Source: an optimization exercise on an open RTL-to-GDS flow (aim: small area, a short achievable clock period and few clock cycles per item). Production flows keep margins and buffers that such runs may drop. The RTL was checked by simulation tests, not by an equivalence proof against the original design. Power is estimated from default activity; no workload was simulated.

===== flow/run.sh =====
#!/bin/bash
# Own layout flow: the standard synthesis unchanged, then the standard ORFS layout with
#  - port buffers of the plain sky130_fd_sc_hd__buf_2 cell.
# Each step's full output goes to a log file in this folder (ORFS's own logs are under orfs/logs).
set -euo pipefail
bash standard.sh synth > flow_synth.log 2>&1
bash standard.sh SETUP_SLACK_MARGIN=6 "BUFFER_PORTS_ARGS=-buffer_cell sky130_fd_sc_hd__buf_2" finish > flow_layout.log 2>&1

===== standard.sh =====
#!/bin/bash
# synth_recipe.tcl (not shown) runs the flow's synth.tcl, then flattens the netlist and writes it again
# the make line also repeats each setting of config.mk as NAME=value (left out here)
make -C /OpenROAD-flow-scripts/flow DESIGN_CONFIG=/design/flow/config.mk WORK_HOME=/design/flow/orfs CLKGATE_MAP_FILE= SYNTH_SCRIPT=/design/flow/synth_recipe.tcl "${@:-finish}"

===== config.mk =====
export PLATFORM = sky130hd
export DESIGN_NAME = rs_mul
export DESIGN_NICKNAME = rs_mul
export VERILOG_FILES = /design/flow/design.v
export SDC_FILE = /design/flow/constraint.sdc
export NUM_CORES = 8
export LEC_CHECK = 0
export ABC_AREA = 1
export CAP_MARGIN = 40
export CORE_MARGIN = 2
export CORE_UTILIZATION = 40
export SLEW_MARGIN = 40

===== constraint.sdc =====
create_clock -name core_clock -period 10.0 [get_ports {clk}]
set_input_delay 2.0000 -clock core_clock [delete_from_list [all_inputs] [get_ports {clk}]]
set_output_delay 2.0000 -clock core_clock [all_outputs]
set_load 0.01 [all_outputs]

===== design.v =====
module rs_mul
#(
    parameter int RS_COUNT = 2,
    parameter ROB_DEPTH = 32,
    parameter TAG_LEN = $clog2(ROB_DEPTH) - 1
)(
    input logic clk,
    input logic rst,branch_mispredicted,
    input logic [TAG_LEN:0] cdb_tag1,cdb_tag2, cdb_tag3,cdb_tag4,
    input logic [31:0] cdb_result1,cdb_result2,cdb_result3,cdb_result4,
    input logic update_add,update_rob,update_lsq,update_bp,
    input logic dis_valid,
    input logic [1:0] dis_rs_type,
    input logic [4:0] dis_aluop,
    input logic dis_rs1_rdy, dis_rs2_rdy,
    input logic [TAG_LEN:0] dis_Qj, dis_Qk, dis_rob_num,
    input logic [31:0] dis_rs1_data, dis_rs2_data,
    output logic mul_rdy,mul_full,
    output logic [TAG_LEN:0] rob_num_mul,
    output  logic [31:0] rs1m,rs2m,
    output logic [31:0] result_mul
);
localparam int NE = RS_COUNT;
localparam int IW = (NE > 1) ? $clog2(NE) : 1;
wire flush = rst | branch_mispredicted;
logic [NE-1:0] busy, r1, r2, iss;
logic [2:0]  opc [NE];       
logic [4:0]  q1 [NE], q2 [NE], rob [NE];
logic [31:0] v1 [NE], v2 [NE];
logic          nxt_any;      
logic [IW-1:0] nxt_sel;      
logic        out_valid;
logic [4:0]  out_rob;
logic [31:0] out_res, out_a, out_b;
logic          w_valid, w_div, w_hi, w_neg;
logic [IW-1:0] w_idx;
logic          e_busy;       
logic [IW-1:0] e_idx;
logic          e_div;
logic          e_first;      
logic          e_align;      
logic [5:0]    e_cnt;        
logic [17:0]   e_bc;         
logic          e_swap;       
logic          e_hi;         
logic          e_neg;        
logic          e_bn;         
logic          e_dz;         
logic [5:0]    e_bla, e_blb;  
logic [32:0]   M;            
logic [34:0]   D;            
logic [63:0]   S, C;         
assign mul_rdy     = out_valid;
assign rob_num_mul = out_rob;
assign result_mul  = out_res;
assign rs1m        = out_a;
assign rs2m        = out_b;
logic [NE-1:0] freeing;
always_comb for (int i = 0; i < NE; i++) freeing[i] = w_valid & (w_idx == IW'(i));
logic [NE-1:0] avail;
assign avail = ~busy | freeing;
logic full_r;        
assign mul_full = full_r;
logic [NE-1:0] alloc;
always_comb begin
    alloc = '0;
    for (int i = NE-1; i >= 0; i--) if (avail[i]) alloc = NE'(1) << i;
end
logic pres;      
assign pres = dis_valid & (dis_rs_type == 2'b01);
function automatic logic [4:0] tmatch(input logic [4:0] t);
    tmatch[0] = out_valid  & (t == out_rob);
    tmatch[1] = update_rob & (t == cdb_tag1);
    tmatch[2] = update_add & (t == cdb_tag2);
    tmatch[3] = update_lsq & (t == cdb_tag3);
    tmatch[4] = update_bp  & (t == cdb_tag4);
endfunction
function automatic logic [31:0] tval(input logic [4:0] m);
    tval = ({32{m[0]}} & out_res) | ({32{m[1]}} & cdb_result1) | ({32{m[2]}} & cdb_result2)
         | ({32{m[3]}} & cdb_result3) | ({32{m[4]}} & cdb_result4);
endfunction
logic [4:0] dm1, dm2;
assign dm1 = dis_rs1_rdy ? 5'd0 : tmatch(dis_Qj);
assign dm2 = dis_rs2_rdy ? 5'd0 : tmatch(dis_Qk);
logic [31:0] dval1, dval2;
assign dval1 = ({32{dis_rs1_rdy}} & dis_rs1_data) | tval(dm1);
assign dval2 = ({32{dis_rs2_rdy}} & dis_rs2_data) | tval(dm2);
logic [2:0] dis_opc;
assign dis_opc = (dis_aluop[4] | dis_aluop[2]) ? {1'b1, dis_aluop[4], dis_aluop[0]}
                                               : {1'b0, dis_aluop[1:0]};
logic can_issue;
assign can_issue = nxt_any & (~e_busy | (~e_align & (e_cnt == 6'd0)));
logic [NE-1:0] busy_n, r1_n, r2_n, iss_n, rdy_n, cap1, cap2;
logic [31:0]   cv1 [NE], cv2 [NE];
always_comb begin
    for (int i = 0; i < NE; i++) begin
        logic [4:0] m1, m2;
        m1 = r1[i] ? 5'd0 : tmatch(q1[i]);
        m2 = r2[i] ? 5'd0 : tmatch(q2[i]);
        cap1[i] = |m1;
        cap2[i] = |m2;
        cv1[i] = tval(m1);
        cv2[i] = tval(m2);
        if (alloc[i]) begin
            busy_n[i] = pres;
            iss_n[i]  = 1'b0;
            r1_n[i]   = dis_rs1_rdy | (|dm1);
            r2_n[i]   = dis_rs2_rdy | (|dm2);
        end else begin
            busy_n[i] = busy[i] & ~freeing[i];
            iss_n[i]  = iss[i] | (can_issue & (nxt_sel == IW'(i)));
            r1_n[i]   = r1[i] | cap1[i];
            r2_n[i]   = r2[i] | cap2[i];
        end
        rdy_n[i] = busy_n[i] & r1_n[i] & r2_n[i] & ~iss_n[i];
    end
end
logic [31:0] pa, pb;
logic [2:0]  popc;
assign pa = v1[nxt_sel];
assign pb = v2[nxt_sel];
assign popc = opc[nxt_sel];
function automatic logic [1:0] dfit(input logic [32:0] x);
    dfit[0] = (x[32:11] == 22'd0) || (x[32:11] == {22{1'b1}});
    dfit[1] = (x[32:23] == 10'd0) || (x[32:23] == {10{1'b1}});
endfunction
function automatic logic [17:0] benc(input logic [12:0] w);
    for (int i = 0; i < 6; i++) begin
        logic [2:0] g;
        g = w[2*i +: 3];
        benc[3*i]   = g[0] ^ g[1];
        benc[3*i+1] = (g == 3'b011) | (g == 3'b100);
        benc[3*i+2] = g[2];
    end
endfunction
logic p_sa, p_sb;
assign p_sa = (popc[1:0] != 2'b11);
assign p_sb = ~popc[1];
logic [32:0] pX, pY;
assign pX = {p_sa & pa[31], pa};
assign pY = {p_sb & pb[31], pb};
logic [1:0] p_fx, p_fy, p_fm;
assign p_fx = dfit(pX);
assign p_fy = dfit(pY);
assign p_fm = p_fx | p_fy;
logic p_swap;        
assign p_swap = |(p_fx & ~p_fy);
logic [2:0] p_pos;   
assign p_pos = {~p_fm[1], p_fm[1] & ~p_fm[0], p_fm[0]};
logic [1:0] p_mn1;
assign p_mn1 = {~p_fm[1], p_fm[1] & ~p_fm[0]};
logic [12:0] p_wx, p_wy;
assign p_wx = ({13{p_pos[0]}} & {pX[11:0], 1'b0}) | ({13{p_pos[1]}} & pX[23:11])
            | ({13{p_pos[2]}} & {{3{pX[32]}}, pX[32:23]});
assign p_wy = ({13{p_pos[0]}} & {pY[11:0], 1'b0}) | ({13{p_pos[1]}} & pY[23:11])
            | ({13{p_pos[2]}} & {{3{pY[32]}}, pY[32:23]});
logic [17:0] p_bc;
assign p_bc = benc(p_swap ? p_wx : p_wy);
function automatic logic [5:0] blen(input logic [31:0] x);
    blen = 6'd0;
    for (int k = 0; k < 32; k++) if (x[k]) blen = k[5:0] + 6'd1;
endfunction
logic p_dsg, p_an, p_bn, p_dz;
assign p_dsg = ~popc[0];
assign p_an = p_dsg & pa[31];
assign p_bn = p_dsg & pb[31];
assign p_dz = (pb == 32'd0);
logic [5:0] p_bla, p_blb;
assign p_bla = blen(pa ^ {32{p_an}}) + {5'd0, p_an};    
assign p_blb = blen(pb ^ {32{p_bn}});                   
logic [31:0] p_amag;
assign p_amag = (pa ^ {32{p_an}}) + {31'd0, p_an};
logic [31:0] xa, xb;
assign xa = v1[e_idx];
assign xb = v2[e_idx];
logic [31:0] mP;
assign mP = e_swap ? xa : xb;
logic [12:0] nw;     
assign nw = (e_cnt[1:0] == 2'd2) ? mP[23:11] : {mP[11:0], 1'b0};
function automatic logic [34:0] brow(input logic [2:0] bc, input logic [32:0] m);
    logic [33:0] s;
    s = ({34{bc[0]}} & {m[32], m}) | ({34{bc[1]}} & {m, 1'b0});
    brow = {35{bc[2]}} ^ {s[33], s};
endfunction
function automatic logic [127:0] csa(input logic [63:0] a, input logic [63:0] b, input logic [63:0] c);
    csa[63:0]   = a ^ b ^ c;
    csa[127:64] = {(a[62:0] & b[62:0]) | (a[62:0] & c[62:0]) | (b[62:0] & c[62:0]), 1'b0};
endfunction
logic [34:0] bw [6];
logic [63:0] rw [6];
always_comb begin
    for (int i = 0; i < 6; i++) begin
        bw[i] = brow(e_bc[3*i +: 3], M);
        rw[i] = {{29{bw[i][34]}}, bw[i]} << (2*i);
    end
end
logic [63:0] aS, aC;
assign aS = {(e_first ? 52'd0 : S[51:0]), 1'b0, e_bc[17], 1'b0, e_bc[14], 1'b0, e_bc[11],
             1'b0, e_bc[8], 1'b0, e_bc[5], 1'b0, e_bc[2]};
assign aC = {(e_first ? 52'd0 : C[51:0]), 12'd0};
logic [127:0] l1a, l1b, l1c, l2a, l2b, l3, l4;
assign l1a = csa(aS, aC, rw[0]);
assign l1b = csa(rw[1], rw[2], rw[3]);
assign l1c = csa(rw[4], rw[5], 64'd0);
assign l2a = csa(l1a[63:0], l1a[127:64], l1b[63:0]);
assign l2b = csa(l1b[127:64], l1c[63:0], l1c[127:64]);
assign l3  = csa(l2a[63:0], l2a[127:64], l2b[63:0]);
assign l4  = csa(l3[63:0], l3[127:64], l2b[127:64]);
logic [34:0] trial;
assign trial = {3'b0, S[31:0]} + (e_bn ? D : ~D) + {34'd0, ~e_bn};
logic dbit;
assign dbit = ~trial[34];
logic [6:0] a_sd;
assign a_sd = {1'b0, e_bla} - {1'b0, e_blb};
logic [5:0] a_s;
assign a_s = (a_sd[6] | e_dz) ? 6'd0 : a_sd[5:0];
logic [34:0] dsh;
assign dsh = {{3{e_bn & xb[31]}}, xb} << a_s;
logic [63:0] psum;
assign psum = S + C;
logic [31:0] wdiv;
assign wdiv = ((w_hi ? S[63:32] : S[31:0]) ^ {32{w_neg}}) + {31'd0, w_neg};
logic e_last;
assign e_last = e_busy & ~e_align & (e_cnt == 6'd0);
always_ff @(posedge clk) begin
    for (int i = 0; i < NE; i++) begin
        if (alloc[i]) begin
            opc[i] <= dis_opc;
            rob[i] <= dis_rob_num;
            q1[i]  <= dis_Qj;
            q2[i]  <= dis_Qk;
            v1[i]  <= dval1;
            v2[i]  <= dval2;
        end else begin
            if (cap1[i]) v1[i] <= cv1[i];
            if (cap2[i]) v2[i] <= cv2[i];
        end
    end
    r1 <= r1_n;
    r2 <= r2_n;
    if (w_valid) begin
        out_res <= w_div ? wdiv : (w_hi ? psum[63:32] : psum[31:0]);
        out_a   <= v1[w_idx];
        out_b   <= v2[w_idx];
        out_rob <= rob[w_idx];
    end
    if (e_last) begin
        w_idx <= e_idx;
        w_div <= e_div;
        w_hi  <= e_hi;
        w_neg <= e_neg;
    end
    if (e_busy) begin
        if (e_div) begin
            if (e_align) begin
                S <= {{32{e_dz}}, M[31:0]};
                D <= dsh;
                e_cnt <= a_s;
                e_align <= 1'b0;
            end else begin
                S <= {S[62:32], dbit, dbit ? trial[31:0] : S[31:0]};
                D <= {D[34], D[34:1]};
                e_cnt <= e_cnt - 6'd1;
            end
        end else begin
            S <= l4[63:0];
            C <= l4[127:64];
            e_bc <= benc(nw);
            e_first <= 1'b0;
            e_cnt <= e_cnt - 6'd1;
        end
    end
    if (can_issue) begin
        e_idx   <= nxt_sel;
        e_div   <= popc[2];
        e_first <= 1'b1;
        e_align <= popc[2];
        if (popc[2]) begin
            M      <= {1'b0, p_amag};
            e_hi   <= ~popc[1];
            e_neg  <= popc[1] ? p_an : ((p_an ^ p_bn) & ~p_dz);
            e_bn   <= p_bn;
            e_dz   <= p_dz;
            e_bla  <= p_bla;
            e_blb  <= p_blb;
        end else begin
            M      <= p_swap ? pY : pX;
            e_cnt  <= {4'b0, p_mn1};
            e_bc   <= p_bc;
            e_swap <= p_swap;
            e_hi   <= (popc[1:0] != 2'b00);
        end
    end
    if (flush) begin
        busy <= '0;
        iss <= '0;
        nxt_any <= 1'b0;
        full_r <= 1'b0;
        e_busy <= 1'b0;
        w_valid <= 1'b0;
        out_valid <= 1'b0;
    end else begin
        busy <= busy_n;
        iss <= iss_n;
        nxt_any <= |rdy_n;
        full_r <= &(busy_n & ~({NE{e_last}} & (NE'(1) << e_idx)));
        nxt_sel <= '0;
        for (int i = NE-1; i >= 0; i--) if (rdy_n[i]) nxt_sel <= IW'(i);
        e_busy <= can_issue | (e_busy & ~e_last);
        w_valid <= e_last;
        out_valid <= w_valid;
    end
end
endmodule

==> results.json, run 1 <==
{
  "outcome": "timing/DRC/antenna clean",
  "min_period_ns": 4.21,
  "fin_cells": 8894,
  "r2r_cells": 24,
  "drv_cap": 0,
  "crit_path_start_kind": "input pin",
  "max_slew_margin_pct": 38.2,
  "p_clk_share_pct": 15.8,
  "synth_edf_count": 482,
  "clk_pin_slew_ns": 0.06,
  "cts_tree": "done",
  "combPwrFrac_pct": 65.1,
  "reg2reg_to": "e_bc[3]$_DFF_P_",
  "hpwl_um": 185000,
  "final_max_slew_viol_count": 0,
  "path_max_fanout": 37,
  "gp_congestion": 1.04,
  "hold_viol_final": 0,
  "netlist_area_mm2": 0.0527,
  "swShare_pct": 46.2,
  "worst_path_max_delay_cell": "a2111oi_0",
  "dieArea_mm2": 0.135,
  "worst_pin_slew_ns": 0.918,
  "route.detailed.drc": 0,
  "cts-root-buf": "clkbuf_16",
  "r2r_start": "nxt_sel$_SDFFCE_PP0N_",
  "cts_sinks": 520,
  "cts_buffers": 67,
  "routed_wl_um": 259000,
  "rsz0062_at_grt": "true",
  "post-place-cells": 8461,
  "setup_tns_ns": 0,
  "synth_cells": 6667,
  "power.switching_w": 0.00744,
  "start_util_pct": 40.2,
  "crit_path_start": "dis_rs2_rdy",
  "fin_nets": 7791,
  "r2r_slack_ns": 5.79,
  "synth.area.top_cells": "edfxtp_1 27%, fa_1 11%, inv_1 7.5%",
  "syn_avg_cell_area_um2": 7.91,
  "hold_path.class": "reg2reg",
  "whs_endpoint": "w_hi$_DFFE_PP_",
  "ant_nets": 0,
  "peakVddDrop_uv": 317,
  "drt_iter0_drc": 8139,
  "layout-drive-gt1-share_pct": 18.4,
  "drtPass1Iterations": 13,
  "die_x_um": 367,
  "dr_total_vias": 55300,
  "grt_antenna_before_repair": 28,
  "pwr-share-seq_pct": 19.1,
  "syn_nets": 7389,
  "fin_crit_sh_pct": 42.1,
  "synth-async-reset-ratio_pct": 0,
  "max_freq_ghz": 0.238,
  "cts-htree-levels": 3,
  "numPortBuffers": 345,
  "ios": 347,
  "yosysMostFrequentCell": "inv_1",
  "yosys_warnings": 11,
  "clock_latency_ns": 0.71,
  "synth_top_cell_by_area": "edfxtp_1",
  "fp.coreArea_mm2": 0.131,
  "area_delta_synth_final_pct": 20.5,
  "dieHeight_um": 367,
  "grt_pass1_vias": 51400,
  "hp-start": "e_hi$_DFFE_PP_",
  "timing_worst_setup_path_type": "in2reg",
  "max_stage_delay_ns": 0.60,
  "setup_violations": 0,
  "leakage_nw": 26.8,
  "holdWs_ns": 0.465,
  "critPathArrivalTime_ns": 4.53,
  "synth_ff_type": "edfxtp_1",
  "num_rows": 133,
  "synth_top_area_share_pct": 27.5,
  "crit_chain": "buf_2 > buf_6 > inv_1 > nand4_1 > buf_4 > o22ai_1 > a2111oi_0 > o21ai_0",
  "finClkSkew_ns": 0.0471,
  "grt_max_degree": 98,
  "grt_first_pass_wirelength_um": 362000,
  "fillers": 12800,
  "grt_usage_pct": 36.6,
  "cts_buffer_depth": 3,
  "final_util_pct": 48.5,
  "synth_common_cells": "1,057 x inv_1, 940 x nand2_1, 684 x o21ai_0, 511 x o22ai_1, 482 x edfxtp_1",
  "holdPathStages": 0,
  "vias_per_cell": 6.22,
  "worstSetupEndpointType": "flip-flop",
  "required_ns": 10.33,
  "overflow": 0,
  "seq_area_frac_synth_pct": 28.9,
  "routedWlPerCell_um": 29.1,
  "ys_ff_latch": 520,
  "yosysUniqueCellTypes": 68,
  "power.density_mw_per_mm2": 254,
  "intPower_w": 0.00867
}
==> stage by stage <==
step / instance area [µm²] / setup slack (ns) / power, W
finish: 63600 / 5.79 / 0.0161
global route: 63500 / 5.65 / 0.0175
CTS: 60500 / 5.89 / 0.0161
detailed placement: 56100 / 4.04 / 0.0133
global placement: 56000 / 4.03 / 0.0131
floorplan: 53000 / 5.90 / 0.00976
==> power by group through the flow <==
stage,clock network [W],registers [W],logic (W)
after floorplan,0,0.00306,0.00671
after global placement,0,0.00311,0.0100
after detailed placement,0,0.00311,0.0102
after CTS,0.00255,0.00308,0.0104
after global routing,0.00262,0.00309,0.0118
final,0.00254,0.00308,0.0105
==> worst max-delay path: cells and delay by family <==
family / cells / cell delay, ns
buf+inv: 4 / 1.18
compound gates: 3 / 1.12
simple gates: 1 / 0.12
==> registers in the layout, indices dropped and copies added (netlist names), 5 cells and up <==
signal,count
out_res,32
e_bla,6
v2,64
D,35
opc,6
q1,10
e_bc,18
S,64
e_cnt,6
out_a,32
C,60
q2,10
v1,64
rob,10
out_rob,5
M,33
e_blb,6
out_b,32
==> cells in the final DEF, fill, tap and decap left out, types with 50 or more instances in the layout <==
cell type / instances
edfxtp_1: 482
ha_1: 176
o21ai_0: 567
nand3_1: 75
xnor2_1: 61
o22ai_1: 500
buf_4: 282
inv_1: 999
xor2_1: 347
o21ai_1: 77
nor2_1: 393
a22oi_1: 66
o211ai_1: 71
o221ai_1: 66
a221oi_1: 168
buf_2: 345
nand2_1: 900
a2111oi_0: 50
a21oi_1: 286
o21ai_2: 58
clkbuf_16: 78
fa_1: 279
==> timing repair <==
| action | CTS | global route |
|---|---|---|
| setup buffers | 105 | 153 |
| setup endpoints to repair | 363 | 273 |
| endpoints found under the hold margin | 0 | 0 |
| gates resized for setup | 230 | 400 |
| pin swaps | 36 | 122 |
| cloned | 19 | 17 |
| hold buffers | 0 | 0 |
==> final cells by class <==
cell class / instances / area, µm² / area share [%]
multi-input combinational: 4638 / 33600 / 52.9
sequential: 520 / 15300 / 24.0
timing repair buffer: 732 / 5700 / 8.96
inverter: 1097 / 4410 / 6.94
tap: 1755 / 2200 / 3.46
clock buffer: 73 / 1730 / 2.72
clock inverter: 49 / 509 / 0.801
timing repair inverter: 13 / 97.6 / 0.154
antenna: 17 / 42.5 / 0.0669
==> routing by layer <==
layer | global-route usage, % | up-vias | part of all wire (%)
li1 | - | 24000 | -
met1 | 45.8 | 26400 | 37
met2 | 55.8 | 3871 | 43
met3 | 9.84 | 1096 | 12
met4 | 23.6 | 24 | 9.0
met5 | 0 | - | 0.058
==> cells by family (layout without fill, tap and decap cells) <==
group | Yosys count | in the layout | share of synthesized area, %
adders and majority gates | 478 | 478 | 15.4
AOI/OAI and AO/OA | 2109 | 2109 | 24.7
and+or+nand+nor | 1591 | 1595 | 12.4
other | 0 | 17 | 0
xor gates and xnor gates | 442 | 442 | 7.41
buffers and inverters | 1513 | 1964 | 10.9
muxes | 14 | 14 | 0.290
DFF | 520 | 520 | 28.9
==> worst max path at each step <==
stage                                      to  slack (ns)  cells after the start
final                     v2[1][12]$_DFFE_PP_        5.79                      8
after global routing       e_bla[4]$_DFFE_PP_        5.65                     44
after CTS                  e_bla[4]$_DFFE_PP_        5.89                     44
after detailed placement   e_bla[4]$_DFFE_PP_        4.04                     43
after global placement     e_bla[4]$_DFFE_PP_        4.03                     43
after floorplan               S[44]$_DFFE_PP_        5.90                     12
Testbench counts, summed over its fixed seeds: cycles 7,036, items 1,840.
==> run 2: changes to the inputs <==
--- a/design.v
+++ b/design.v
@@ -35,3 +35,4 @@
 logic          w_valid, w_div, w_hi, w_neg;
-logic [IW-1:0] w_idx;
+logic [4:0]    w_rob;
+logic [31:0]   w_a, w_b;
 logic          e_busy;       
@@ -48,6 +49,9 @@
 logic          e_dz;         
+logic          e_triv;       
 logic [5:0]    e_bla, e_blb;  
 logic [32:0]   M;            
+logic          e_an;         
 logic [34:0]   D;            
 logic [63:0]   S, C;         
+logic          e_last;       
 assign mul_rdy     = out_valid;
@@ -58,3 +62,3 @@
 logic [NE-1:0] freeing;
-always_comb for (int i = 0; i < NE; i++) freeing[i] = w_valid & (w_idx == IW'(i));
+always_comb for (int i = 0; i < NE; i++) freeing[i] = e_last & (e_idx == IW'(i));
 logic [NE-1:0] avail;
@@ -91,3 +95,3 @@
 logic can_issue;
-assign can_issue = nxt_any & (~e_busy | (~e_align & (e_cnt == 6'd0)));
+assign can_issue = nxt_any & (~e_busy | e_last);
 logic [NE-1:0] busy_n, r1_n, r2_n, iss_n, rdy_n, cap1, cap2;
@@ -104,3 +108,3 @@
         if (alloc[i]) begin
-            busy_n[i] = pres;
+            busy_n[i] = pres & ~full_r;
             iss_n[i]  = 1'b0;
@@ -157,3 +161,6 @@
 logic [17:0] p_bc;
-assign p_bc = benc(p_swap ? p_wx : p_wy);
+logic [17:0] p_bcx, p_bcy;
+assign p_bcx = benc(p_wx);
+assign p_bcy = benc(p_wy);
+assign p_bc = p_swap ? p_bcx : p_bcy;
 function automatic logic [5:0] blen(input logic [31:0] x);
@@ -168,6 +175,18 @@
 logic [5:0] p_bla, p_blb;
-assign p_bla = blen(pa ^ {32{p_an}}) + {5'd0, p_an};    
+assign p_bla = blen(pa ^ {32{p_an}});                   
 assign p_blb = blen(pb ^ {32{p_bn}});                   
-logic [31:0] p_amag;
-assign p_amag = (pa ^ {32{p_an}}) + {31'd0, p_an};
+logic [31:0] p_ta, p_tb;
+always_comb begin
+    logic [31:0] xa_, xb_;
+    xa_ = pa ^ {32{p_an}};
+    xb_ = pb ^ {32{p_bn}};
+    for (int k = 0; k < 32; k++) begin
+        p_ta[k] = |(xa_ >> k);
+        p_tb[k] = |(xb_ >> k);
+    end
+end
+logic p_triv;
+assign p_triv = (p_an ? |(p_tb[31:1] & ~p_ta[30:0]) : |(p_tb & ~p_ta)) | p_dz;
+logic [31:0] p_amag;      
+assign p_amag = pa ^ {32{p_an}};
 logic [31:0] xa, xb;
@@ -213,3 +232,3 @@
 logic [6:0] a_sd;
-assign a_sd = {1'b0, e_bla} - {1'b0, e_blb};
+assign a_sd = {1'b0, e_bla} + {6'd0, e_an} - {1'b0, e_blb};
 logic [5:0] a_s;
@@ -222,4 +241,15 @@
 assign wdiv = ((w_hi ? S[63:32] : S[31:0]) ^ {32{w_neg}}) + {31'd0, w_neg};
-logic e_last;
-assign e_last = e_busy & ~e_align & (e_cnt == 6'd0);
+assign e_last = e_busy & (e_align ? e_triv : (e_cnt == 6'd0));
+logic          el_n;
+logic [NE-1:0] freeing_n;
+always_comb begin
+    if (can_issue)
+        el_n = ~popc[2] & (p_mn1 == 2'd0);    
+    else if (e_busy & ~e_last)
+        el_n = e_align ? (a_s == 6'd0) : (e_cnt == 6'd1);
+    else
+        el_n = 1'b0;
+    for (int i = 0; i < NE; i++)
+        freeing_n[i] = el_n & ((can_issue ? nxt_sel : e_idx) == IW'(i));
+end
 always_ff @(posedge clk) begin
@@ -234,4 +264,4 @@
         end else begin
-            if (cap1[i]) v1[i] <= cv1[i];
-            if (cap2[i]) v2[i] <= cv2[i];
+            if (!r1[i]) v1[i] <= cv1[i];
+            if (!r2[i]) v2[i] <= cv2[i];
         end
@@ -242,8 +272,10 @@
         out_res <= w_div ? wdiv : (w_hi ? psum[63:32] : psum[31:0]);
-        out_a   <= v1[w_idx];
-        out_b   <= v2[w_idx];
-        out_rob <= rob[w_idx];
+        out_a   <= w_a;
+        out_b   <= w_b;
+        out_rob <= w_rob;
     end
     if (e_last) begin
-        w_idx <= e_idx;
+        w_a   <= xa;
+        w_b   <= xb;
+        w_rob <= rob[e_idx];
         w_div <= e_div;
@@ -255,3 +287,3 @@
             if (e_align) begin
-                S <= {{32{e_dz}}, M[31:0]};
+                S <= {{32{e_dz}}, M[31:0] + {31'd0, e_an}};
                 D <= dsh;
@@ -281,4 +313,6 @@
             e_neg  <= popc[1] ? p_an : ((p_an ^ p_bn) & ~p_dz);
+            e_an   <= p_an;
             e_bn   <= p_bn;
             e_dz   <= p_dz;
+            e_triv <= p_triv;
             e_bla  <= p_bla;
@@ -305,3 +339,3 @@
         nxt_any <= |rdy_n;
-        full_r <= &(busy_n & ~({NE{e_last}} & (NE'(1) << e_idx)));
+        full_r <= &(busy_n & ~freeing_n);
         nxt_sel <= '0;
==> run 2 against run 1 <==
Compared with the run above:
- design area is 7.6% higher
- fmax up 2.2%
- critical path depth rose by 1
- area after synthesis increased by 6.5%
- register-to-register slack gained 0.097 ns
- still clean on timing, DRC and antenna
- via count rose by 7.2%
- routed wire length is 8.9% higher
- combinational power up about 20%
- utilization grew 0.59 points
- worst setup slack better by 0.091 ns
- die area rose by 6.4%
==> results.json, run 2 <==
{
  "max_stage_delay_ns": 0.62,
  "reg_top3": "S x64, v1 x64, v2 x64",
  "leakage_nw": 29.1,
  "routedWlPerCell_um": 29.6,
  "layout_commonest_cell": "inv_1",
  "crit_path_start": "dis_rs2_rdy",
  "peakVddDrop_uv": 502,
  "cts-root-buf": "clkbuf_16",
  "fin_cells": 9531,
  "max_slew_margin_pct": 31.7,
  "post_dp_cell_area_mm2": 0.0599,
  "cts-htree-levels": 3,
  "yosysUniqueCellTypes": 78,
  "crit_chain": "buf_2 > buf_6 > or2_2 > nor3_1 > nand3_1 > buf_4 > o21ai_0 > a2111oi_2 > o21ai_0",
  "r2r_start": "nxt_sel$_SDFFCE_PP0N_",
  "grt_pass1_vias": 54100,
  "hpwl_um": 197000,
  "hp-start": "w_b[3]$_DFFE_PP_",
  "dr_total_vias": 59300,
  "cts_hold_buffers": 0,
  "grt_usage_pct": 37.5,
  "synth_edf_count": 551,
  "cts_sinks": 590,
  "start_util_pct": 40.3,
  "final_cell_mix": "1,031 x inv_1, 1,019 x nand2_1, 551 x edfxtp_1, 551 x nor2_1, 502 x o22ai_1",
  "grt_antenna_before_repair": 37,
  "die_x_um": 379,
  "intPower_w": 0.0102,
  "seq_area_frac_synth_pct": 30.9,
  "postLayoutSetupSlackWorst_ns": 5.88,
  "fin_nets": 8302,
  "yosys_warnings": 11,
  "outcome": "timing/DRC/antenna clean",
  "power.switching_w": 0.00893,
  "yosysMostFrequentCell": "inv_1",
  "critPathArrivalTime_ns": 4.54,
  "final_max_slew_viol_count": 0,
  "cts_buffer_depth": 3,
  "synth_top_cell_by_area": "edfxtp_1",
  "setup_tns_ns": 0,
  "ys_ff_latch": 590,
  "worst_path_max_delay_cell": "o21ai_0",
  "grt_max_degree": 88,
  "pwr-share-seq_pct": 18.8,
  "finClkSkew_ns": 0.0416,
  "ant_nets": 0,
  "r2r_slack_ns": 5.89,
  "area_delta_synth_final_pct": 21.7,
  "layout-drive-gt1-share_pct": 19.2,
  "clock_latency_ns": 0.71,
  "post-place-cells": 9036,
  "netlist_area_mm2": 0.0562,
  "path_max_fanout": 38,
  "final_area_mm2": 0.0684,
  "numPortBuffers": 345,
  "required_ns": 10.42,
  "p_clk_share_pct": 15.5,
  "hold_viol_final": 0,
  "ios": 347,
  "vias_per_cell": 6.22,
  "swShare_pct": 46.7,
  "max_freq_ghz": 0.243,
  "dieArea_mm2": 0.143,
  "fin_crit_sh_pct": 41.2,
  "cts_tree": "done",
  "synth_top_area_share_pct": 29.5,
  "grt_first_pass_wirelength_um": 386000,
  "drtPass1Iterations": 8,
  "num_rows": 137,
  "synth_common_cells": "1,096 x inv_1, 1,064 x nand2_1, 588 x o21ai_0, 569 x nor2_1, 551 x edfxtp_1",
  "drv_cap": 0,
  "synth_cells": 7077,
  "worst_pin_slew_ns": 1.02,
  "min_period_ns": 4.12,
  "syn_nets": 7815,
  "power.density_mw_per_mm2": 280,
  "drt_iter0_drc": 8935,
  "overflow": 0,
  "synth.area.top_cells": "edfxtp_1 29%, fa_1 10%, inv_1 7.3%",
  "dieHeight_um": 379,
  "crit_path_start_kind": "input pin",
  "synth_ff_type": "edfxtp_1",
  "routed_wl_um": 282000,
  "synth-async-reset-ratio_pct": 0,
  "fillers": 13500,
  "syn_avg_cell_area_um2": 7.93,
  "cts_buffers": 75,
  "clk_pin_slew_ns": 0.06,
  "fp.coreArea_mm2": 0.139,
  "hold_path.class": "reg2reg",
  "worstSetupEndpointType": "flip-flop",
  "timing_worst_setup_path_type": "in2reg",
  "route.detailed.drc": 0,
  "combPwrFrac_pct": 65.7,
  "rsz0062_at_grt": "true",
  "cp_common_cell": "o21ai_0",
  "pre_cts_ws_ns": 4.42,
  "gp_congestion": 1.05,
  "setup_violations": 0
}
-- run 2: kinds of logic (layout without fill, tap and decap cells) --
kind of cell               count (synthesis)  after routing  share of synthesized area, %
xor gates and xnor gates                 417            417                          6.53
buffers and inverters                   1536           2081                          10.5
other                                      0             30                             0
AOI/OAI and AO/OA                       2013           2013                          21.9
muxes                                     18             18                         0.321
DFF                                      590            590                          30.9
adders and majority gates                494            494                          14.8
and+or+nand+nor                         2009           2012                          15.0
-- run 2: stage by stage --
stage,total power (W),util (%),hold WS [ns]
after floorplan,0.0107,-,0.400
after global placement,0.0149,42.8,0.401
after detailed placement,0.0150,43.0,0.405
after CTS,0.0184,46.4,0.411
after global routing,0.0205,49.0,0.421
final,0.0191,49.1,0.417
-- run 2: routing by layer --
| metal | vias to the layer above | track usage (%) | wire length (µm) |
|---|---|---|---|
| met5 | - | 0.480 | 148 |
| met4 | 10 | 27.3 | 25300 |
| met3 | 1122 | 8.43 | 33700 |
| met2 | 4460 | 54.9 | 117000 |
| met1 | 28300 | 48.6 | 105000 |
| li1 | 25400 | - | - |
-- run 2: worst paths after layout --
| check | endpoint | cells past startpoint |
|---|---|---|
| worst min-delay path | out_b[3]$_DFFE_PP_ | 0 |
| worst max-delay path | v2[0][25]$_DFFE_PP_ | 9 |
| worst min register to register | out_b[3]$_DFFE_PP_ | 0 |
| worst max register to register | e_triv$_DFFE_PP_ | 15 |
-- run 2: critical path, delay by kind of cell --
kind / cells / cell delay (ns)
AOI/OAI and AO/OA: 3 / 1.21
and+or+nand+nor: 3 / 0.68
buffers and inverters: 3 / 0.63
-- run 2: what timing repair did --
action,in CTS,in global routing
endpoints found under the hold margin,0,0
cloned,18,23
pin swaps,40,129
endpoints found under the setup margin,406,258
resized for setup,279,447
buffers inserted,100,186
-- run 2: power by group through the flow --
stage | logic, W | registers (W) | clock network (W)
5_1_grt | 0.0139 | 0.00361 | 0.00305
4_1_cts | 0.0118 | 0.00359 | 0.00297
2_1_floorplan | 0.00718 | 0.00354 | 0
3_3_place_gp | 0.0113 | 0.00363 | 0
3_5_place_dp | 0.0114 | 0.00363 | 0
6_report | 0.0126 | 0.00360 | 0.00296
-- run 2: final cells by class --
class | count | area [µm²] | area share, %
sequential | 590 | 17400 | 25.4
clock buffer | 89 | 1970 | 2.88
tap | 1876 | 2350 | 3.43
inverter | 1150 | 4660 | 6.82
multi-input combinational | 4954 | 34900 | 51.1
antenna | 30 | 75.1 | 0.110
timing repair inverter | 16 | 130 | 0.190
timing repair buffer | 777 | 6250 | 9.14
clock inverter | 49 | 627 | 0.917
Testbench counts of run 2, summed over its fixed seeds: cycles 6,453, items 1,840.
==> run 3: changes to the inputs <==
--- a/design.v
+++ b/design.v
@@ -53,3 +53,3 @@
 logic          e_an;         
-logic [34:0]   D;            
+logic [36:0]   D;            
 logic [63:0]   S, C;         
@@ -227,6 +227,15 @@
 assign l4  = csa(l3[63:0], l3[127:64], l2b[127:64]);
-logic [34:0] trial;
-assign trial = {3'b0, S[31:0]} + (e_bn ? D : ~D) + {34'd0, ~e_bn};
-logic dbit;
-assign dbit = ~trial[34];
+logic [36:0] dX, tR, t1, t2a, t2b, x3s, x3c;
+assign dX  = {D[35:0], ~e_bn};                     
+assign tR  = {5'b0, S[31:0]};
+assign x3s = tR ^ dX ^ D;
+assign x3c = {(tR[35:0] & dX[35:0]) | (tR[35:0] & D[35:0]) | (dX[35:0] & D[35:0]), ~e_bn};
+assign t1  = tR + dX + {36'd0, ~e_bn};             
+assign t2a = x3s + x3c + {36'd0, ~e_bn};           
+assign t2b = tR + D + {36'd0, ~e_bn};              
+logic qh, ql;
+assign qh = ~t1[36];
+assign ql = qh ? ~t2a[36] : ~t2b[36];
+logic [31:0] rnext;
+assign rnext = qh ? (ql ? t2a[31:0] : t1[31:0]) : (ql ? t2b[31:0] : S[31:0]);
 logic [6:0] a_sd;
@@ -234,5 +243,5 @@
 logic [5:0] a_s;
-assign a_s = (a_sd[6] | e_dz) ? 6'd0 : a_sd[5:0];
-logic [34:0] dsh;
-assign dsh = {{3{e_bn & xb[31]}}, xb} << a_s;
+assign a_s = (a_sd[6] | e_dz) ? 6'd0 : {a_sd[5:1], 1'b0};    
+logic [36:0] dsh;
+assign dsh = {{5{e_bn & xb[31]}}, xb} << a_s;
 logic [63:0] psum;
@@ -248,3 +257,3 @@
     else if (e_busy & ~e_last)
-        el_n = e_align ? (a_s == 6'd0) : (e_cnt == 6'd1);
+        el_n = e_align ? (a_s == 6'd0) : (e_cnt == (e_div ? 6'd2 : 6'd1));
     else
@@ -288,3 +297,3 @@
                 S <= {{32{e_dz}}, M[31:0] + {31'd0, e_an}};
-                D <= dsh;
+                D <= e_bn ? dsh : ~dsh;
                 e_cnt <= a_s;
@@ -292,5 +301,5 @@
             end else begin
-                S <= {S[62:32], dbit, dbit ? trial[31:0] : S[31:0]};
-                D <= {D[34], D[34:1]};
-                e_cnt <= e_cnt - 6'd1;
+                S <= {S[61:32], qh, ql, rnext};
+                D <= {{2{D[36]}}, D[36:2]};
+                e_cnt <= e_cnt - 6'd2;
             end
==> run 3 against run 2 <==
Compared with the run above:
- design area rose by 10%
- largest cell class unchanged
- sequential power is essentially flat
- global-route usage is 0.37 points higher
- synthesized cell count up 9.4%
- area after synthesis rose by 7.8%
- via count increased by 7.7%
- largest power group unchanged
==> results.json, run 3 <==
{
  "cts-htree-levels": 3,
  "syn_nets": 8591,
  "reg_top3": "S x64, v1 x64, v2 x64",
  "synth_ff_type": "edfxtp_1",
  "multi_input_area_mm2": 0.0405,
  "path_max_fanout": 8,
  "synth_cells": 7745,
  "reg2reg_to": "S[30]$_DFFE_PP_",
  "fp.coreArea_mm2": 0.150,
  "worst_path_max_delay_cell": "fa_1",
  "drtPass1Iterations": 6,
  "start_util_pct": 40.3,
  "netlist_area_mm2": 0.0605,
  "gp_congestion": 1.02,
  "syn_avg_cell_area_um2": 7.82,
  "synth_top_area_share_pct": 27.4,
  "ios": 347,
  "layout-drive-gt1-share_pct": 21.5,
  "rsz0062_at_grt": "true",
  "hpwl_um": 222000,
  "grt_pass1_vias": 59000,
  "crit_path_start_kind": "flip-flop",
  "seq_area_frac_synth_pct": 28.7,
  "clk_pin_slew_ns": 0.06,
  "required_ns": 10.45,
  "holdPathStages": 0,
  "whs_endpoint": "out_a[1]$_DFFE_PP_",
  "seqCellArea_mm2": 0.0174,
  "r2r_cells": 22,
  "fin_nets": 9247,
  "area_delta_synth_final_pct": 24.8,
  "synth-async-reset-ratio_pct": 0,
  "worstSetupEndpointType": "flip-flop",
  "cts_buffer_depth": 3,
  "drt_iter0_drc": 8361,
  "highest_layer": "met5",
  "combPwrFrac_pct": 66.1,
  "r2r_slack_ns": 5.76,
  "dieHeight_um": 393,
  "layout_commonest_cell": "nand2_1",
  "min_period_ns": 4.24,
  "clock_latency_ns": 0.73,
  "r2r_start": "S[15]$_DFFE_PP_",
  "timing_worst_setup_path_type": "reg2reg",
  "max_slew_margin_pct": 37.4,
  "leakage_nw": 32.4,
  "grt_antenna_before_repair": 16,
  "fillers": 14500,
  "power.switching_w": 0.00888,
  "routedLengthMet1_um": 115000,
  "synth_edf_count": 553,
  "die_x_um": 393,
  "setup_tns_ns": 0,
  "yosys_warnings": 11,
  "power.density_mw_per_mm2": 248,
  "routedWlPerCell_um": 29.1,
  "pwr-share-seq_pct": 19.1,
  "grt_usage_pct": 37.9,
  "final_cell_mix": "1,097 x nand2_1, 1,007 x inv_1, 631 x nor2_1",
  "drv_cap": 0,
  "num_rows": 142,
  "dieArea_mm2": 0.154,
  "intPower_w": 0.00983,
  "routed_wl_um": 305000,
  "cts_sinks": 592,
  "hp-start": "w_a[1]$_DFFE_PP_",
  "critPathArrivalTime_ns": 4.68,
  "max_stage_delay_ns": 0.54,
  "overflow": 0,
  "peakVddDrop_uv": 291,
  "dr_wl_met2_um": 131000,
  "setup_violations": 0,
  "route.detailed.drc": 0,
  "pre_cts_ws_ns": 4.38,
  "finClkSkew_ns": 0.0587,
  "synth.area.top_cells": "edfxtp_1 27%, fa_1 11%, nand2_1 7.3%",
  "cts_buffers": 73,
  "ant_nets": 0,
  "p_clk_share_pct": 14.9,
  "swShare_pct": 47.5,
  "postLayoutSetupSlackWorst_ns": 5.76,
  "worst_pin_slew_ns": 0.937,
  "vias_per_cell": 6.09,
  "fin_cells": 10500,
  "max_freq_ghz": 0.236,
  "post-place-cells": 9832,
  "yosysMostFrequentCell": "nand2_1",
  "hold_viol_final": 0,
  "final_max_slew_viol_count": 0,
  "synth_common_cells": "1,174 x nand2_1, 1,097 x inv_1, 682 x nor2_1, 618 x o21ai_0, 588 x o22ai_1",
  "ys_ff_latch": 592,
  "cts-root-buf": "clkbuf_16",
  "numPortBuffers": 345,
  "final_util_pct": 50.3,
  "cts_tree": "done",
  "grt_first_pass_wirelength_um": 422000,
  "fin_crit_sh_pct": 42.4,
  "grt_max_degree": 90,
  "yosysUniqueCellTypes": 76,
  "dr_total_vias": 63900,
  "outcome": "timing/DRC/antenna clean",
  "holdWs_ns": 0.413,
  "crit_chain": "buf_4 > fa_1 > ha_4 > nand2_2 > nor2_4 > nand2_4 > o21ai_4 > a21oi_4 > o311ai_4 > nand2_1 > nand3_1 > nand2_1 > nand2_2 > buf_12 > nor2_4 > nor2_4 > buf_12 > inv_16 > o211ai_1 > o211ai_1 > o211ai_1 > nand2_1",
  "wl_met3_um": 30700,
  "synth_top_cell_by_area": "edfxtp_1",
  "hold_path.class": "reg2reg"
}
[run 3: changes by cell type in the layout (fill, tap and decap cells not counted), moves of 38 or more]
cell,previous run,this run
ha_4,3,41
a21oi_1,335,439
a221oi_1,81,34
nand2_1,1019,1097
nor2_1,551,631
nor4_1,45,106
o22ai_1,502,573
xor2_1,302,385
buf_4,316,496
[run 3: critical path: cells and delay by family (launching register included)]
kind                     cells  cell delay (ns)
AO/OA/AOI/OAI                6             1.27
AND/OR/NAND/NOR             10             0.94
adder cells (fa/ha/maj)      2             0.87
buffers and inverters        4             0.49
flip-flops                   1             0.38
[run 3: cell type report]
type / instances / area share [%]
clock inverter: 45 / 0.765
tap: 2016 / 3.34
clock buffer: 90 / 2.53
sequential: 592 / 23.1
antenna: 7 / 0.0232
timing repair buffer: 980 / 10.4
multi-input combinational: 5605 / 53.7
timing repair inverter: 12 / 0.126
inverter: 1137 / 6.06
[run 3: per-stage QoR]
stage                     cell area (µm²)  power, W
after global placement              64300    0.0148
after CTS                           71200    0.0182
after floorplan                     60600    0.0105
after global routing                75500    0.0200
final                               75500    0.0187
after detailed placement            64400    0.0150
[run 3: worst max path at each step]
| stage | start | to |
|---|---|---|
| after floorplan | M[32]$_SDFFCE_PP0P_ | S[44]$_DFFE_PP_ |
| after global placement | e_bn$_DFFE_PP_ | S[29]$_DFFE_PP_ |
| after detailed placement | e_bn$_DFFE_PP_ | S[29]$_DFFE_PP_ |
| after CTS | D[5]$_DFFE_PP_ | S[30]$_DFFE_PP_ |
| after global routing | S[15]$_DFFE_PP_ | S[30]$_DFFE_PP_ |
| final | S[15]$_DFFE_PP_ | S[30]$_DFFE_PP_ |
[run 3: cell families after synthesis]
logic type | Yosys count | share of synthesized area, %
simple gates | 2311 | 16.1
compound gates | 2187 | 21.5
buf+inv | 1554 | 9.94
fa+ha+maj | 602 | 16.4
flops | 592 | 28.7
xor+xnor | 497 | 7.26
mux | 2 | 0.0331
[run 3: power by group through the flow]
stage	registers (W)	logic (W)	clock network (W)
2_1_floorplan	0.00352	0.00699	0
3_3_place_gp	0.00359	0.0113	0
3_5_place_dp	0.00360	0.0114	0
4_1_cts	0.00356	0.0119	0.00281
5_1_grt	0.00358	0.0135	0.00290
6_report	0.00357	0.0124	0.00278
[run 3: repair_timing]
action / CTS / global route
buffers inserted: 240 / 229
hold buffers: 0 / 0
pin swaps: 95 / 206
setup endpoints to repair: 392 / 231
resized for setup: 437 / 574
cloned: 25 / 15
[run 3: layer usage]
layer / up-vias / global-route usage (%)
li1: 28100 / -
met1: 30500 / 47.3
met2: 4172 / 57.5
met3: 1088 / 8.69
met4: 16 / 27.3
met5: - / 0
Testbench counts of run 3, summed over its fixed seeds: cycles 5,405, items 1,840.
==> run 4: changes to the inputs <==
--- a/flow/run.sh
+++ b/flow/run.sh
@@ -5,3 +5,5 @@
 set -euo pipefail
+B="BUFFER_PORTS_ARGS=-buffer_cell sky130_fd_sc_hd__buf_2"
 bash standard.sh synth > flow_synth.log 2>&1
-bash standard.sh SETUP_SLACK_MARGIN=6 "BUFFER_PORTS_ARGS=-buffer_cell sky130_fd_sc_hd__buf_2" finish > flow_layout.log 2>&1
+bash standard.sh SETUP_SLACK_MARGIN=6 "$B" cts > flow_cts.log 2>&1
+bash standard.sh SETUP_SLACK_MARGIN=5.5 "$B" finish > flow_finish.log 2>&1
==> run 4 against run 3 <==
Compared with the run above:
- combinational power down 4%
- critical path type is now in2reg
- fmax down 4.4%
- flip-flop and latch count unchanged
- via count down 2.6%
- routed wire length down 2.2%
- still clean on timing, DRC and antenna
- clock skew up 0.0027 ns
- power down 2.3%
- first-iteration DRC count down 4.9%
- design area down 5.6%
==> results.json, run 4 <==
{
  "peakVddDrop_uv": 282,
  "cts-root-buf": "clkbuf_16",
  "syn_nets": 8591,
  "numPortBuffers": 345,
  "fin_nets": 9003,
  "outcome": "timing/DRC/antenna clean",
  "hpwl_um": 222000,
  "holdWs_ns": 0.411,
  "cts_buffers": 73,
  "ant_nets": 0,
  "required_ns": 10.37,
  "grt_max_degree": 90,
  "swShare_pct": 47.6,
  "grt_antenna_before_repair": 16,
  "routed_wl_um": 298000,
  "timing_worst_setup_path_type": "in2reg",
  "dieArea_mm2": 0.154,
  "r2r_slack_ns": 5.74,
  "gp_congestion": 1.02,
  "fin_cells": 10200,
  "synth-async-reset-ratio_pct": 0,
  "seq_area_frac_synth_pct": 28.7,
  "min_period_ns": 4.43,
  "grt_usage_pct": 37.9,
  "pwr-share-seq_pct": 19.5,
  "synth_top_cell_by_area": "edfxtp_1",
  "final_util_pct": 47.5,
  "critPathArrivalTime_ns": 4.80,
  "drt_iter0_drc": 7950,
  "reg2reg_to": "S[30]$_DFFE_PP_",
  "layout-drive-gt1-share_pct": 15.5,
  "worst_pin_slew_ns": 0.904,
  "fp.coreArea_mm2": 0.150,
  "cts-htree-levels": 3,
  "vias_per_cell": 6.08,
  "hold_viol_final": 0,
  "synth_cells": 7745,
  "worst_path_max_delay_cell": "a2111oi_0",
  "p_total_w": 0.0183,
  "worstSetupEndpointType": "flip-flop",
  "drtPass1Iterations": 7,
  "synth_common_cells": "1,174 x nand2_1, 1,097 x inv_1, 682 x nor2_1, 618 x o21ai_0, 588 x o22ai_1",
  "r2r_start": "S[0]$_DFFE_PP_",
  "rsz0062_at_grt": "false",
  "ios": 347,
  "grt_first_pass_wirelength_um": 422000,
  "max_stage_delay_ns": 0.73,
  "fin_crit_sh_pct": 44.3,
  "cp-endpoint": "v2[0][13]$_DFFE_PP_",
  "die_x_um": 393,
  "layout_commonest_cell": "nand2_1",
  "max_freq_ghz": 0.226,
  "synth_top_area_share_pct": 27.4,
  "num_rows": 142,
  "power.switching_w": 0.00869,
  "cts_buffer_depth": 3,
  "crit_path_start": "dis_rs2_rdy",
  "path_max_fanout": 37,
  "yosys_warnings": 11,
  "combPwrFrac_pct": 65.3,
  "netlist_area_mm2": 0.0605,
  "crit_path_start_kind": "input pin",
  "final_max_slew_viol_count": 0,
  "setup_violations": 0,
  "clock_latency_ns": 0.73,
  "finClkSkew_ns": 0.0614,
  "r2r_cells": 21,
  "yosysMostFrequentCell": "nand2_1",
  "cts_sinks": 592,
  "hold_path.class": "reg2reg",
  "crit_chain": "buf_2 > buf_6 > inv_1 > nand2_1 > nor4_1 > nand3_1 > buf_4 > o22ai_1 > a2111oi_0 > o21ai_0",
  "final_cell_mix": "1,146 x nand2_1, 1,051 x inv_1, 657 x nor2_1",
  "ys_ff_latch": 592,
  "post-place-cells": 9832,
  "start_util_pct": 40.3,
  "overflow": 0,
  "yosysUniqueCellTypes": 76,
  "leakage_nw": 30.7,
  "dieHeight_um": 393,
  "route.detailed.drc": 0,
  "setup_tns_ns": 0,
  "max_slew_margin_pct": 39.5,
  "intPower_w": 0.00959,
  "power.density_mw_per_mm2": 256,
  "synth_edf_count": 553,
  "synth_ff_type": "edfxtp_1",
  "syn_avg_cell_area_um2": 7.82,
  "routedWlPerCell_um": 29.1,
  "drv_cap": 0,
  "area_delta_synth_final_pct": 17.8,
  "p_clk_share_pct": 15.2,
  "reg_top3": "S x64, v1 x64, v2 x64",
  "clk_pin_slew_ns": 0.06,
  "synth.area.top_cells": "edfxtp_1 27%, fa_1 11%, nand2_1 7.3%",
  "dr_total_vias": 62200,
  "grt_pass1_vias": 59000,
  "cts_tree": "done"
}
run 4: cell types whose count changed in the layout (fill, tap and decap cells not counted), sizes merged, moves of 2 or more:
| cell | delta |
|---|---|
| buf | -233 |
| bufbuf | +4 |
| clkbuf | -9 |
| clkinv | -2 |
| clkinvlp | -24 |
| inv | +21 |
run 4: layout make-up:
type                            count  area (µm²)
Antenna cell                        6        15.0
Clock buffer                       90        1910
Clock inverter                     45         578
Fill cell                       14800       78900
Inverter                         1137        4470
Multi-Input combinational cell   5604       38900
Sequential cell                   592       17400
Tap cell                         2016        2520
Timing Repair Buffer              742        5440
Timing Repair inverter              7        55.1
run 4: layer usage:
layer	vias to the layer above	part of all wire (%)	routed length (µm)	global-route usage, %
met4	16	9.1	27000	27.3
met2	3949	43	128000	57.5
met3	953	9.8	29400	8.69
met5	-	0.032	95	0
met1	29700	38	114000	47.3
li1	27600	-	-	-
run 4: worst min-delay path by stage:
stage	start	end	cells after the start
finish	w_rob[2]$_DFFE_PP_	out_rob[2]$_DFFE_PP_	0
global route	w_rob[4]$_DFFE_PP_	out_rob[4]$_DFFE_PP_	0
CTS	w_rob[2]$_DFFE_PP_	out_rob[2]$_DFFE_PP_	0
detailed placement	w_a[11]$_DFFE_PP_	out_a[11]$_DFFE_PP_	0
global placement	w_rob[3]$_DFFE_PP_	out_rob[3]$_DFFE_PP_	0
floorplan	w_a[0]$_DFFE_PP_	out_a[0]$_DFFE_PP_	0
run 4: what timing repair did:
action	in CTS	in global routing
endpoints found under the setup margin	392	2
buffers inserted	240	0
resized for setup	437	2
pin swaps	95	0
hold buffers	0	0
gates cloned	25	0
run 4: power groups by stage:
stage          Combinational (W)  Clock (W)  Sequential (W)
6_report                  0.0119    0.00278         0.00356
2_1_floorplan            0.00699          0         0.00352
3_5_place_dp              0.0114          0         0.00360
5_1_grt                   0.0131    0.00290         0.00357
4_1_cts                   0.0119    0.00281         0.00356
3_3_place_gp              0.0113          0         0.00359
run 4: worst max-delay path: cells and delay by family:
family | cells | cell delay [ns]
compound gates | 3 | 1.24
buf+inv | 4 | 1.16
simple gates | 3 | 0.29
run 4: per-stage QoR:
stage / area (µm²) / setup WS [ns]
6_report: 71300 / 5.57
5_1_grt: 71300 / 5.51
4_1_cts: 71200 / 5.89
3_5_place_dp: 64400 / 4.38
3_3_place_gp: 64300 / 4.45
2_1_floorplan: 60600 / 5.90
run 4: cells by family (layout without fill, tap and decap cells):
kind of cell,count (synthesis),count (layout),synth area share [%]
AOI/OAI and AO/OA,2187,2187,21.5
xor gates and xnor gates,497,497,7.26
adders and majority gates,602,602,16.4
buffers and inverters,1554,2021,9.94
DFF,592,592,28.7
muxes,2,2,0.0331
other,0,6,0
and+or+nand+nor,2311,2316,16.1

[separate check: timing with driven ports]
Ports are ideal in the flow. The routed layouts listed here were re-timed in OpenROAD. Step 1: set_driving_cell puts a clkbuf_16 on clk and a buf_2 on each other input, an assumption about the parent block. Step 2 moves the port delays by t, midway between the first and last clock arrival at a register: inputs arrive t later, outputs are due t later. That takes back most of the time a late clock gives input paths. a / b / c = ideal ports / drivers / drivers and shift; a / b = the first two.
| run | shift t [ns] | setup slack, ns | worst setup path at the end | worst register clock-pin slew, ns | pins driven straight from the clock port |
|---|---|---|---|---|---|
| run 1 | 0.770 | 5.793 / 5.793 / 5.080 | input to register | 0.07 / 0.07 | 1 |
| run 2 | 0.780 | 5.884 / 5.891 / 5.176 | input to register | 0.07 / 0.07 | 1 |
| run 3 | 0.793 | 5.763 / 5.763 / 5.190 | input to register | 0.08 / 0.08 | 1 |
| run 4 | 0.789 | 5.567 / 5.637 / 4.848 | input to register | 0.07 / 0.07 | 1 |
After both steps every run listed still meets setup and hold. For run 4, which loses most, drivers alone change the setup slack by +0.070 ns; drivers and shift together by -0.719 ns.
